This is an optimization exercise on Yosys and OpenROAD, whose aim is small area, not a production implementation.
Function was checked by simulation only, so behaviour that the tests miss may differ from the original.
Power figures rest on the tool's default switching activity, not on a simulated workload.

==> build 51 <==
==> flow/design.v <==
module SDRAM_HAL_Base(CLOCK_50, reset_n, Ton_PWM, Latch_PWM, OE_PWM, GPIO_PWM, GPIO_DIV);
input CLOCK_50;
input reset_n;
input[9:0] Ton_PWM;
input[23:0] Latch_PWM;
input[23:0] OE_PWM;
output[23:0] GPIO_PWM;
output GPIO_DIV;
reg [2:0] a, b;
reg [9:0] cnt;
reg z;
reg [23:0] lqn;    
reg [23:0] out;
reg [23:0] r;
reg [2:0] tlo [0:23];
reg [6:0] ring [0:23];
wire a6 = (a == 3'd6);
wire b5 = (b == 3'd5);
wire b6 = (b == 3'd6);
wire step = a6 && b6;
wire [2:0] an = a6 ? 3'd0 : a + 3'd1;
always @(posedge CLOCK_50) begin
	if (!reset_n) begin
		a <= 3'd0;
		b <= 3'd0;
		cnt <= 10'd0;
		z <= 1'b1;
	end else begin
		a <= an;
		if (a6) b <= b6 ? 3'd0 : b + 3'd1;
		if (step) begin
			cnt <= cnt + 10'd1;
			z <= 1'b0;
		end
	end
end
wire [9:0] tdata = Ton_PWM & {10{reset_n}};
wire [13:0] tdd = {tdata[9:3], tdata[9:3]};
wire [6:0] trot = tdd >> an;
wire [2:0] slo = {b5 && a6, b5 && (a == 3'd5), b5 && (a == 3'd4)};
wire sring = b6;
wire [10:0] pl;
assign pl[0] = 1'b0;
genvar j;
generate for (j = 0; j < 10; j = j + 1) begin: pre
	assign pl[j+1] = (tdata[j] & !cnt[j]) | ((tdata[j] | !cnt[j]) & pl[j]);
end endgenerate
reg cb_ring, cb_lo, pl_ring, pl_lo;
always @(*) begin
	case (a)
	3'd0: begin cb_ring = cnt[3]; pl_ring = pl[4]; end
	3'd1: begin cb_ring = cnt[4]; pl_ring = pl[5]; end
	3'd2: begin cb_ring = cnt[5]; pl_ring = pl[6]; end
	3'd3: begin cb_ring = cnt[6]; pl_ring = pl[7]; end
	3'd4: begin cb_ring = cnt[7]; pl_ring = pl[8]; end
	3'd5: begin cb_ring = cnt[8]; pl_ring = pl[9]; end
	default: begin cb_ring = cnt[9]; pl_ring = pl[10]; end
	endcase
	case (a)
	3'd4: begin cb_lo = cnt[0]; pl_lo = pl[1]; end
	3'd5: begin cb_lo = cnt[1]; pl_lo = pl[2]; end
	3'd6: begin cb_lo = cnt[2]; pl_lo = pl[3]; end
	default: begin cb_lo = 1'b1; pl_lo = 1'b0; end
	endcase
end
wire nc = !(b6 ? cb_ring : cb_lo);
wire pload = b6 ? pl_ring : pl_lo;
genvar i;
generate for (i = 0; i < 24; i = i + 1) begin: ch
	wire ld = !(lqn[i] | Latch_PWM[i]) | !reset_n;
	wire [2:0] t = tlo[i];
	wire x = (t[0] & slo[0]) | (t[1] & slo[1]) | (t[2] & slo[2]) | (ring[i][0] & sring);
	wire m = (x & nc) | ((x | nc) & r[i]);
	always @(posedge CLOCK_50) begin
		lqn[i] <= !(Latch_PWM[i] & reset_n);
		if (ld) tlo[i] <= tdata[2:0];
		ring[i] <= ld ? trot : {ring[i][0], ring[i][6:1]};
		r[i] <= ld ? pload : m;
		if (step) out[i] <= m;
	end
end endgenerate
assign GPIO_PWM = out & OE_PWM & {24{!z}};
assign GPIO_DIV = (b > 3'd3) || (b == 3'd3 && a >= 3'd3);
endmodule
==> flow/flow/run.sh <==
#!/bin/bash
# Standard ORFS layout with smaller port buffers, smallest-drive logic cells
# after synthesis (repair steps upsize where needed) and a leaner clock tree.
set -euo pipefail
W=$PWD
cat >> config.mk <<CFG
export BUFFER_PORTS_ARGS = -buffer_cell sky130_fd_sc_hd__buf_1
export CTS_ARGS = -sink_clustering_enable -repair_clock_nets -dont_use_dummy_load -sink_clustering_size 30 -sink_clustering_max_diameter 80 -buf_list "sky130_fd_sc_hd__clkbuf_16"
export POST_FLOORPLAN_TCL = $W/flow/downsize.tcl
CFG
bash standard.sh finish > orfs_make.log 2>&1
==> flow/flow/downsize.tcl <==
# Swap every combinational cell for the smallest cell of the same function
# (same base name, other drive strength). Registers, clock cells and
# physical-only cells are left alone; later repair steps upsize where needed.
proc my_downsize {} {
  set lib [lindex [get_libs *] 0]
  set n 0
  set saved 0.0
  foreach inst [get_cells *] {
    set m [get_property $inst ref_name]
    if {![regexp {^(sky130_fd_sc_hd__([a-z0-9]+))_(\d+)$} $m -> base fn size]} { continue }
    if {[regexp {^(df|edf|sdf|dl|clk|tap|fill|decap|conb|diode|lpflow)} $fn]} { continue }
    set cur [get_lib_cells */$m]
    set best $m
    set barea [get_property $cur area]
    foreach s {0 1 2} {
      set c [get_lib_cells -quiet */${base}_$s]
      if {$c == ""} { continue }
      set a [get_property $c area]
      if {$a < $barea} { set best ${base}_$s; set barea $a }
    }
    if {$best ne $m} {
      set saved [expr {$saved + [get_property $cur area] - $barea}]
      replace_cell $inst $best
      incr n
    }
  }
  puts "my_downsize: replaced $n cells, saved [format %.1f $saved] um2"
}
my_downsize
==> flow/standard.sh <==
#!/bin/bash
# synth_recipe.tcl (not shown) runs the flow's synth.tcl, then flattens the netlist and writes it again
# the make line also repeats each setting of config.mk as NAME=value (left out here)
make -C /OpenROAD-flow-scripts/flow DESIGN_CONFIG=/design/flow/config.mk WORK_HOME=/design/flow/orfs CLKGATE_MAP_FILE= SYNTH_SCRIPT=/design/flow/synth_recipe.tcl "${@:-finish}"
==> flow/config.mk <==
export PLATFORM = sky130hd
export DESIGN_NAME = SDRAM_HAL_Base
export DESIGN_NICKNAME = SDRAM_HAL_Base
export VERILOG_FILES = /design/flow/design.v
export SDC_FILE = /design/flow/constraint.sdc
export NUM_CORES = 4
export LEC_CHECK = 0
export CAP_MARGIN = 20
export CORE_MARGIN = 2
export CORE_UTILIZATION = 70
export PLACE_DENSITY = 0.8
export SLEW_MARGIN = 20
export BUFFER_PORTS_ARGS = -buffer_cell sky130_fd_sc_hd__buf_1
export CTS_ARGS = -sink_clustering_enable -repair_clock_nets -dont_use_dummy_load -sink_clustering_size 30 -sink_clustering_max_diameter 80 -buf_list "sky130_fd_sc_hd__clkbuf_16"
export POST_FLOORPLAN_TCL = /design/flow/flow/downsize.tcl
==> flow/constraint.sdc <==
create_clock -name core_clock -period 5.0 [get_ports {CLOCK_50}]
set_input_delay 1.0000 -clock core_clock [delete_from_list [all_inputs] [get_ports {CLOCK_50}]]
set_output_delay 1.0000 -clock core_clock [all_outputs]
set_load 0.01 [all_outputs]
==> trial 22: changes against build 51 <==
==> flow/design.v, changed modules only <==
module SDRAM_HAL_Base(CLOCK_50, reset_n, Ton_PWM, Latch_PWM, OE_PWM, GPIO_PWM, GPIO_DIV);
input CLOCK_50;
input reset_n;
input[9:0] Ton_PWM;
input[23:0] Latch_PWM;
input[23:0] OE_PWM;
output[23:0] GPIO_PWM;
output GPIO_DIV;
reg [2:0] a, b;
reg [9:0] cnt;
reg z;
reg [23:0] lqn;   
reg [23:0] out;
reg [23:0] r;
reg [2:0] tlo [0:23];
reg [6:0] ring [0:23];
wire a6 = (a == 3'd6);
wire step = a6 && (b == 3'd6);
wire [2:0] an = a6 ? 3'd0 : a + 3'd1;
always @(posedge CLOCK_50) begin
	if (!reset_n) begin
		a <= 3'd0;
		b <= 3'd0;
		cnt <= 10'd0;
		z <= 1'b1;
	end else begin
		a <= an;
		if (a6) b <= (b == 3'd6) ? 3'd0 : b + 3'd1;
		if (step) begin
			cnt <= cnt + 10'd1;
			z <= 1'b0;
		end
	end
end
wire [9:0] tdata = Ton_PWM & {10{reset_n}};
wire [13:0] tdd = {tdata[9:3], tdata[9:3]};
wire [6:0] trot = tdd >> an;
wire cbit = cnt[3 + a];
wire nc = !cbit;
wire first = (a == 3'd0);
wire [10:0] pl;
assign pl[0] = 1'b0;
genvar k;
generate for (k = 0; k < 10; k = k + 1) begin: pre
	assign pl[k+1] = (tdata[k] & !cnt[k]) | ((tdata[k] | !cnt[k]) & pl[k]);
end endgenerate
wire [6:0] pv = pl[10:4];
wire pload = pv[a];
genvar i;
generate for (i = 0; i < 24; i = i + 1) begin: ch
	wire ld = !(lqn[i] | Latch_PWM[i]) | !reset_n;
	wire [2:0] t = tlo[i];
	wire l1 = t[0] & !cnt[0];
	wire l2 = (t[1] & !cnt[1]) | ((t[1] | !cnt[1]) & l1);
	wire l3 = (t[2] & !cnt[2]) | ((t[2] | !cnt[2]) & l2);
	wire rin = first ? l3 : r[i];
	wire tb = ring[i][0];
	wire m = (tb & nc) | ((tb | nc) & rin);
	always @(posedge CLOCK_50) begin
		lqn[i] <= !(Latch_PWM[i] & reset_n);
		if (ld) tlo[i] <= tdata[2:0];
		ring[i] <= ld ? trot : {ring[i][0], ring[i][6:1]};
		r[i] <= ld ? pload : m;
		if (step) out[i] <= m;
	end
end endgenerate
assign GPIO_PWM = out & OE_PWM & {24{!z}};
assign GPIO_DIV = (b > 3'd3) || (b == 3'd3 && a >= 3'd3);
endmodule
--- a/flow/config.mk
+++ b/flow/config.mk
@@ -8,6 +8,6 @@
 export CAP_MARGIN = 20
 export CORE_MARGIN = 2
-export CORE_UTILIZATION = 70
-export PLACE_DENSITY = 0.8
+export CORE_UTILIZATION = 40
+export PLACE_DENSITY = 0.6
 export SLEW_MARGIN = 20
 export BUFFER_PORTS_ARGS = -buffer_cell sky130_fd_sc_hd__buf_1
==> trial 30: changes against build 51 <==
==> flow/design.v, changed modules only <==
module SDRAM_HAL_Base(CLOCK_50, reset_n, Ton_PWM, Latch_PWM, OE_PWM, GPIO_PWM, GPIO_DIV);
input CLOCK_50;
input reset_n;
input[9:0] Ton_PWM;
input[23:0] Latch_PWM;
input[23:0] OE_PWM;
output[23:0] GPIO_PWM;
output GPIO_DIV;
reg [5:0] d;
reg [3:0] q;
reg [9:0] cnt;
reg z;           
reg w;           
reg h;           
reg [23:0] lqn;  
reg [23:0] out;
reg [23:0] r;
reg [9:0] ring [0:23];
wire step = (d == 6'd48);
wire q9 = (q == 4'd9);
wire [3:0] qn = q9 ? 4'd0 : q + 4'd1;
always @(posedge CLOCK_50) begin
	if (!reset_n) begin
		d <= 6'd0;
		q <= 4'd0;
		cnt <= 10'd0;
		z <= 1'b1;
		w <= 1'b1;
		h <= 1'b0;
	end else begin
		d <= step ? 6'd0 : d + 6'd1;
		q <= qn;
		if (step) begin
			cnt <= cnt + 10'd1;
			z <= 1'b0;
			w <= 1'b1;
			h <= 1'b0;
		end else if (q9) begin
			w <= 1'b0;
			h <= !w;
		end
	end
end
wire [9:0] tdata = Ton_PWM & {10{reset_n}};
wire [19:0] tdd = {tdata, tdata};
wire [9:0] trot = tdd >> qn;
wire [10:0] pl;
assign pl[0] = 1'b0;
genvar j;
generate for (j = 0; j < 10; j = j + 1) begin: pre
	assign pl[j+1] = (tdata[j] & !cnt[j]) | ((tdata[j] | !cnt[j]) & pl[j]);
end endgenerate
wire [15:0] plx = {5'd0, pl};
wire sel = !w && !h;
wire nc = h || (!w && !cnt[q]);
wire pload = w ? 1'b0 : h ? pl[10] : plx[q + 4'd1];
genvar i;
generate for (i = 0; i < 24; i = i + 1) begin: ch
	wire ld = !(lqn[i] | Latch_PWM[i]) | !reset_n;
	wire x = ring[i][0] & sel;
	wire m = (x & nc) | ((x | nc) & r[i]);
	always @(posedge CLOCK_50) begin
		lqn[i] <= !(Latch_PWM[i] & reset_n);
		ring[i] <= ld ? trot : {ring[i][0], ring[i][9:1]};
		r[i] <= ld ? pload : m;
		if (step) out[i] <= m;
	end
end endgenerate
assign GPIO_PWM = out & OE_PWM & {24{!z}};
assign GPIO_DIV = (d >= 6'd24);
endmodule
==> flow/flow/run.sh (replaced) <==
#!/bin/bash
# Standard ORFS layout with smaller port buffers, smallest-drive logic cells
# after synthesis (repair steps upsize where needed) and a leaner clock tree.
set -euo pipefail
W=$PWD
cat >> config.mk <<CFG
export BUFFER_PORTS_ARGS = -buffer_cell sky130_fd_sc_hd__buf_1
export CTS_ARGS = -sink_clustering_enable -repair_clock_nets -dont_use_dummy_load -sink_clustering_size 30 -sink_clustering_max_diameter 80 -buf_list "sky130_fd_sc_hd__clkbuf_16" -root_buf sky130_fd_sc_hd__clkbuf_8 -tree_buf sky130_fd_sc_hd__clkbuf_8
export POST_FLOORPLAN_TCL = $W/flow/downsize.tcl
CFG
bash standard.sh finish > orfs_make.log 2>&1
==> flow/config.mk (replaced) <==
export PLATFORM = sky130hd
export DESIGN_NAME = SDRAM_HAL_Base
export DESIGN_NICKNAME = SDRAM_HAL_Base
export VERILOG_FILES = /design/flow/design.v
export SDC_FILE = /design/flow/constraint.sdc
export NUM_CORES = 4
export LEC_CHECK = 0
export ABC_AREA = 1
export CAP_MARGIN = 20
export CORE_MARGIN = 2
export CORE_UTILIZATION = 70
export PLACE_DENSITY = 0.8
export SLEW_MARGIN = 20
export BUFFER_PORTS_ARGS = -buffer_cell sky130_fd_sc_hd__buf_1
export CTS_ARGS = -sink_clustering_enable -repair_clock_nets -dont_use_dummy_load -sink_clustering_size 30 -sink_clustering_max_diameter 80 -buf_list "sky130_fd_sc_hd__clkbuf_16" -root_buf sky130_fd_sc_hd__clkbuf_8 -tree_buf sky130_fd_sc_hd__clkbuf_8
export POST_FLOORPLAN_TCL = /design/flow/flow/downsize.tcl
==> qor summary <==
metric                                                                          trial 22                 trial 30                 build 51
Status                                                           complete, no violations  complete, no violations  complete, no violations
Synth Cell Area                                                               12530 um^2               12200 um^2               12180 um^2
Combined flip-flop and latch cell area                                         7547 um^2                6947 um^2                7547 um^2
Core region area                                                              30750 um^2               17180 um^2               17180 um^2
Non-clock buffering overhead                                                     0.04128                  0.03231                  0.03601
Detailed-route wire length                                                      26.97 mm                 25.56 mm                 25.70 mm
CTS Buf Count                                                                         16                       15                       15
XOR/XNOR share of the synthesized area                                          0.004891                 0.002871                 0.004313
Seq power                                                                        3.20 mW                  3.36 mW                  3.13 mW
Share of total power in the clock network                                          0.260                    0.227                    0.262
Crit-path max FO                                                                      24                       19                       24
Slack of the worst reg-to-reg path                                               1.90 ns                  1.46 ns                  1.58 ns
Number of non-filler instances in the completed layout                              1660                     1736                     1490
Cell with the largest stage delay on the worst path                              mux2i_4                  o21ai_2                 a21boi_4
Effective utilization at floorplan                                                0.4076                   0.7104                   0.7093
Proportion of synthesized chip area in sequential cells                           0.6021                   0.5693                   0.6195
Cell area after layout                                                        13670 um^2               12740 um^2               13060 um^2
Final hold slack                                                               0.4141 ns                0.3979 ns                0.4340 ns
Horiz. Die Dim                                                                  181.0 um                 136.0 um                 135.9 um
Number of logic stages on the critical path including buffering                        6                       12                        6
Met3 Routed Length                                                              1.079 mm                 1.401 mm                 1.315 mm
Final core utilization                                                            0.4446                   0.7418                   0.7606
Depth of the worst register-to-register path                                           6                       12                        6

## separate check: timing with driven ports
Ports are ideal in the flow. The routed layouts listed here were re-timed in OpenROAD. Step 1 sets driving cells, clkbuf_16 on the clock port and buf_2 on the other inputs (assumed; they add their load-dependent delay and slew). Step 2 also shifts input and output timing later by t, the mid clock arrival at the registers, as if the neighbouring blocks saw the same clock. Slacks: ideal ports / drivers / drivers and shift; pairs: ideal ports / drivers.
| run | t (ns) | setup WS [ns] | worst setup path after step 2 | worst slew at a driven data input, ns | pins driven straight from the clock port |
|---|---|---|---|---|---|
| build 51 | 0.520 | 1.582 / 1.582 / 1.183 | input to register | 0.03 | 1 |
| trial 22 | 0.526 | 1.904 / 1.883 / 1.813 | input to register | 0.04 | 1 |
| trial 30 | 0.569 | 1.459 / 1.459 / 1.106 | input to register | 0.04 | 1 |
After both steps every run listed still meets setup and hold. For build 51, which loses most, drivers alone change the setup slack by 0.000 ns; drivers and shift together by -0.399 ns.
